From an optimization exercise on the open Yosys and OpenROAD flow, aimed at small area, a short achievable clock period and few clock cycles per item; shortcuts taken in it are not production practice.

==> fjord <==
Design MyDesign, start of the top module:
module MyDesign (
  input   wire dut_run,
  output  wire dut_busy,
  input   wire reset_b,
  input   wire clk,
  output wire        input_sram_write_enable,
  output wire [11:0] input_sram_write_addresss,
  output wire [15:0] input_sram_write_data,
  output reg  [11:0] input_sram_read_address,
  input  wire [15:0] input_sram_read_data,
  output wire        output_sram_write_enable,
  output reg  [11:0] output_sram_write_addresss,
  output wire [15:0] output_sram_write_data,
  output wire [11:0] output_sram_read_address,
  input  wire [15:0] output_sram_read_data,
  output wire        scratchpad_sram_write_enable,
  output wire [11:0] scratchpad_sram_write_addresss,
  output wire [15:0] scratchpad_sram_write_data,
  output wire [11:0] scratchpad_sram_read_address,
  input  wire [15:0] scratchpad_sram_read_data,
  output wire        weights_sram_write_enable,
  output wire [11:0] weights_sram_write_addresss,
  output wire [15:0] weights_sram_write_data,
  output wire [11:0] weights_sram_read_address,
  input  wire [15:0] weights_sram_read_data
);
==> flow/config.mk <==
export PLATFORM = sky130hd
export DESIGN_NAME = MyDesign
export DESIGN_NICKNAME = MyDesign
export VERILOG_FILES = /design/flow/design.v
export SDC_FILE = /design/flow/constraint.sdc
export NUM_CORES = 4
export LEC_CHECK = 0
export CAP_MARGIN = 70
export CORE_MARGIN = 2
export CORE_UTILIZATION = 60
export CTS_CLUSTER_SIZE = 30
export SLEW_MARGIN = 70
export SYNTH_HIERARCHICAL = 1
==> flow/constraint.sdc <==
create_clock -name core_clock -period 12.0 [get_ports {clk}]
set_input_delay 2.4000 -clock core_clock [delete_from_list [all_inputs] [get_ports {clk}]]
set_output_delay 2.4000 -clock core_clock [all_outputs]
set_load 0.01 [all_outputs]
run.sh (not shown) runs the stock make flow with config.mk's settings and CLKGATE_MAP_FILE= SYNTH_SCRIPT=/design/flow/synth_recipe.tcl, a recipe that flattens the netlist after the stock synthesis.
==> inputs of quartz, as changes to fjord <==
--- a/flow/design.v
+++ b/flow/design.v
@@ -1822,38 +1822,34 @@
   reg  [4:0] pj;
   reg  [6:0] nreg;
   wire [4:0] cmask = {nreg[6], |nreg[6:5], |nreg[6:4], |nreg[6:3], |nreg[6:2]};
   wire [5:0] rmask = {nreg[6], |nreg[6:5], |nreg[6:4], |nreg[6:3], |nreg[6:2], |nreg[6:1]};
   wire       lastcol = (pj == cmask);
   wire       lastrow = (pr == rmask);
   reg  [15:0] XR, XRp, XA, XAp, XB, XBp;
-  reg         weo;                
   reg         xv, xh, xlast, xn4;
   reg  [5:0]  xr;
   reg  [4:0]  xj;
-  wire        endd = busy & xh & (&XR);
+  wire        endd = xh & (&XR);
   reg  [6:0]  wra;                
   reg  [4:0]  jA, jB, jC, jD;     
   always @(posedge clk) begin
     if (!reset_b) begin
       busy  <= 1'b0;
-      weo   <= 1'b0;
       av    <= 1'b0;
       pv    <= 1'b0;
       endsr <= 4'd0;
     end else begin
       endsr <= {endsr[2:0], endd};
       if (start) begin
-        busy  <= 1'b1;
-        weo   <= 1'b1;
+        busy <= 1'b1;
         av   <= 1'b1;
         pv   <= 1'b0;
       end else begin
         if (endsr[3]) busy <= 1'b0;
-        if (endsr[0]) weo <= 1'b0;
         if (endd) begin
           av <= 1'b0;
           pv <= 1'b0;
         end else
           pv <= av;
       end
     end
@@ -1905,19 +1901,19 @@
     xn4   <= ~|cmask[4:1];
     jA <= xj;
     jB <= jA;
     jC <= jB;
     jD <= jC;
   end
   assign scratchpad_sram_read_address   = {7'd0, pj};
-  assign scratchpad_sram_write_enable   = weo;
+  assign scratchpad_sram_write_enable   = busy;
   assign scratchpad_sram_write_addresss = {7'd0, xj};
   assign scratchpad_sram_write_data     = XR;
   assign weights_sram_read_address      = {5'd0, wra};
-  assign weights_sram_write_enable      = weo;
+  assign weights_sram_write_enable      = busy;
   assign weights_sram_write_addresss    = {7'b0000010, jA};
   assign weights_sram_write_data        = XA;
   assign output_sram_read_address       = {7'b1000000, jB};
   reg [7:0] k00, k01, k02, k10, k11, k12, k20, k21, k22;
   always @(posedge clk) begin
     case (wcnt)
       3'd1: begin k00 <= weights_sram_read_data[15:8]; k01 <= weights_sram_read_data[7:0]; end
==> flow/config.mk (replaced) <==
export PLATFORM = sky130hd
export DESIGN_NAME = MyDesign
export DESIGN_NICKNAME = MyDesign
export VERILOG_FILES = /design/flow/design.v
export SDC_FILE = /design/flow/constraint.sdc
export NUM_CORES = 4
export LEC_CHECK = 0
export CAP_MARGIN = 70
export CORE_MARGIN = 2
export CORE_UTILIZATION = 60
export CTS_BUF_LIST = sky130_fd_sc_hd__clkbuf_4 sky130_fd_sc_hd__clkbuf_8
export SLEW_MARGIN = 70
export SYNTH_HIERARCHICAL = 1
==> inputs of violet, as changes to fjord <==
--- a/flow/design.v
+++ b/flow/design.v
@@ -1822,38 +1822,34 @@
   reg  [4:0] pj;
   reg  [6:0] nreg;
   wire [4:0] cmask = {nreg[6], |nreg[6:5], |nreg[6:4], |nreg[6:3], |nreg[6:2]};
   wire [5:0] rmask = {nreg[6], |nreg[6:5], |nreg[6:4], |nreg[6:3], |nreg[6:2], |nreg[6:1]};
   wire       lastcol = (pj == cmask);
   wire       lastrow = (pr == rmask);
   reg  [15:0] XR, XRp, XA, XAp, XB, XBp;
-  reg         weo;                
   reg         xv, xh, xlast, xn4;
   reg  [5:0]  xr;
   reg  [4:0]  xj;
-  wire        endd = busy & xh & (&XR);
+  wire        endd = xh & (&XR);
   reg  [6:0]  wra;                
   reg  [4:0]  jA, jB, jC, jD;     
   always @(posedge clk) begin
     if (!reset_b) begin
       busy  <= 1'b0;
-      weo   <= 1'b0;
       av    <= 1'b0;
       pv    <= 1'b0;
       endsr <= 4'd0;
     end else begin
       endsr <= {endsr[2:0], endd};
       if (start) begin
-        busy  <= 1'b1;
-        weo   <= 1'b1;
+        busy <= 1'b1;
         av   <= 1'b1;
         pv   <= 1'b0;
       end else begin
         if (endsr[3]) busy <= 1'b0;
-        if (endsr[0]) weo <= 1'b0;
         if (endd) begin
           av <= 1'b0;
           pv <= 1'b0;
         end else
           pv <= av;
       end
     end
@@ -1905,19 +1901,19 @@
     xn4   <= ~|cmask[4:1];
     jA <= xj;
     jB <= jA;
     jC <= jB;
     jD <= jC;
   end
   assign scratchpad_sram_read_address   = {7'd0, pj};
-  assign scratchpad_sram_write_enable   = weo;
+  assign scratchpad_sram_write_enable   = busy;
   assign scratchpad_sram_write_addresss = {7'd0, xj};
   assign scratchpad_sram_write_data     = XR;
   assign weights_sram_read_address      = {5'd0, wra};
-  assign weights_sram_write_enable      = weo;
+  assign weights_sram_write_enable      = busy;
   assign weights_sram_write_addresss    = {7'b0000010, jA};
   assign weights_sram_write_data        = XA;
   assign output_sram_read_address       = {7'b1000000, jB};
   reg [7:0] k00, k01, k02, k10, k11, k12, k20, k21, k22;
   always @(posedge clk) begin
     case (wcnt)
       3'd1: begin k00 <= weights_sram_read_data[15:8]; k01 <= weights_sram_read_data[7:0]; end
==> flow/config.mk (replaced) <==
export PLATFORM = sky130hd
export DESIGN_NAME = MyDesign
export DESIGN_NICKNAME = MyDesign
export VERILOG_FILES = /design/flow/design.v
export SDC_FILE = /design/flow/constraint.sdc
export NUM_CORES = 4
export LEC_CHECK = 0
export CAP_MARGIN = 70
export CORE_MARGIN = 2
export CORE_UTILIZATION = 60
export SLEW_MARGIN = 70
export SYNTH_HIERARCHICAL = 1
==> summary of the runs <==
Global-route usage: violet is lower than fjord (0.078 points).
Final area: violet < fjord < quartz.
In die area, fjord and violet hardly differ.
Sequential cell count: violet is lower than fjord (1).
No run of this note included a check of the RTL's function; only the layout flow was run.

separate check: timing with driven ports:
How much do the figures lean on ideal ports? The routed layouts below were timed once more, with nothing changed but the port constraints.
Step 1 sets driving cells, clkbuf_16 on the clock port and buf_2 on the other inputs (assumed; they add their load-dependent delay and slew).
Step 2 moves the port delays by t, midway between the first and last clock arrival at a register: inputs arrive t later, outputs are due t later. That takes back most of the time a late clock gives input paths.
Slacks: no drivers / after step 1 / after step 2; pairs: no drivers / after step 1.
run	t, ns	setup WS [ns]	worst data-port slew with drivers (ns)
fjord	0.717	7.302 / 7.302 / 7.302	0.08
quartz	0.768	7.249 / 7.249 / 7.249	0.08
violet	0.721	7.257 / 7.257 / 7.257	0.09
After both steps every run listed still meets setup and hold.
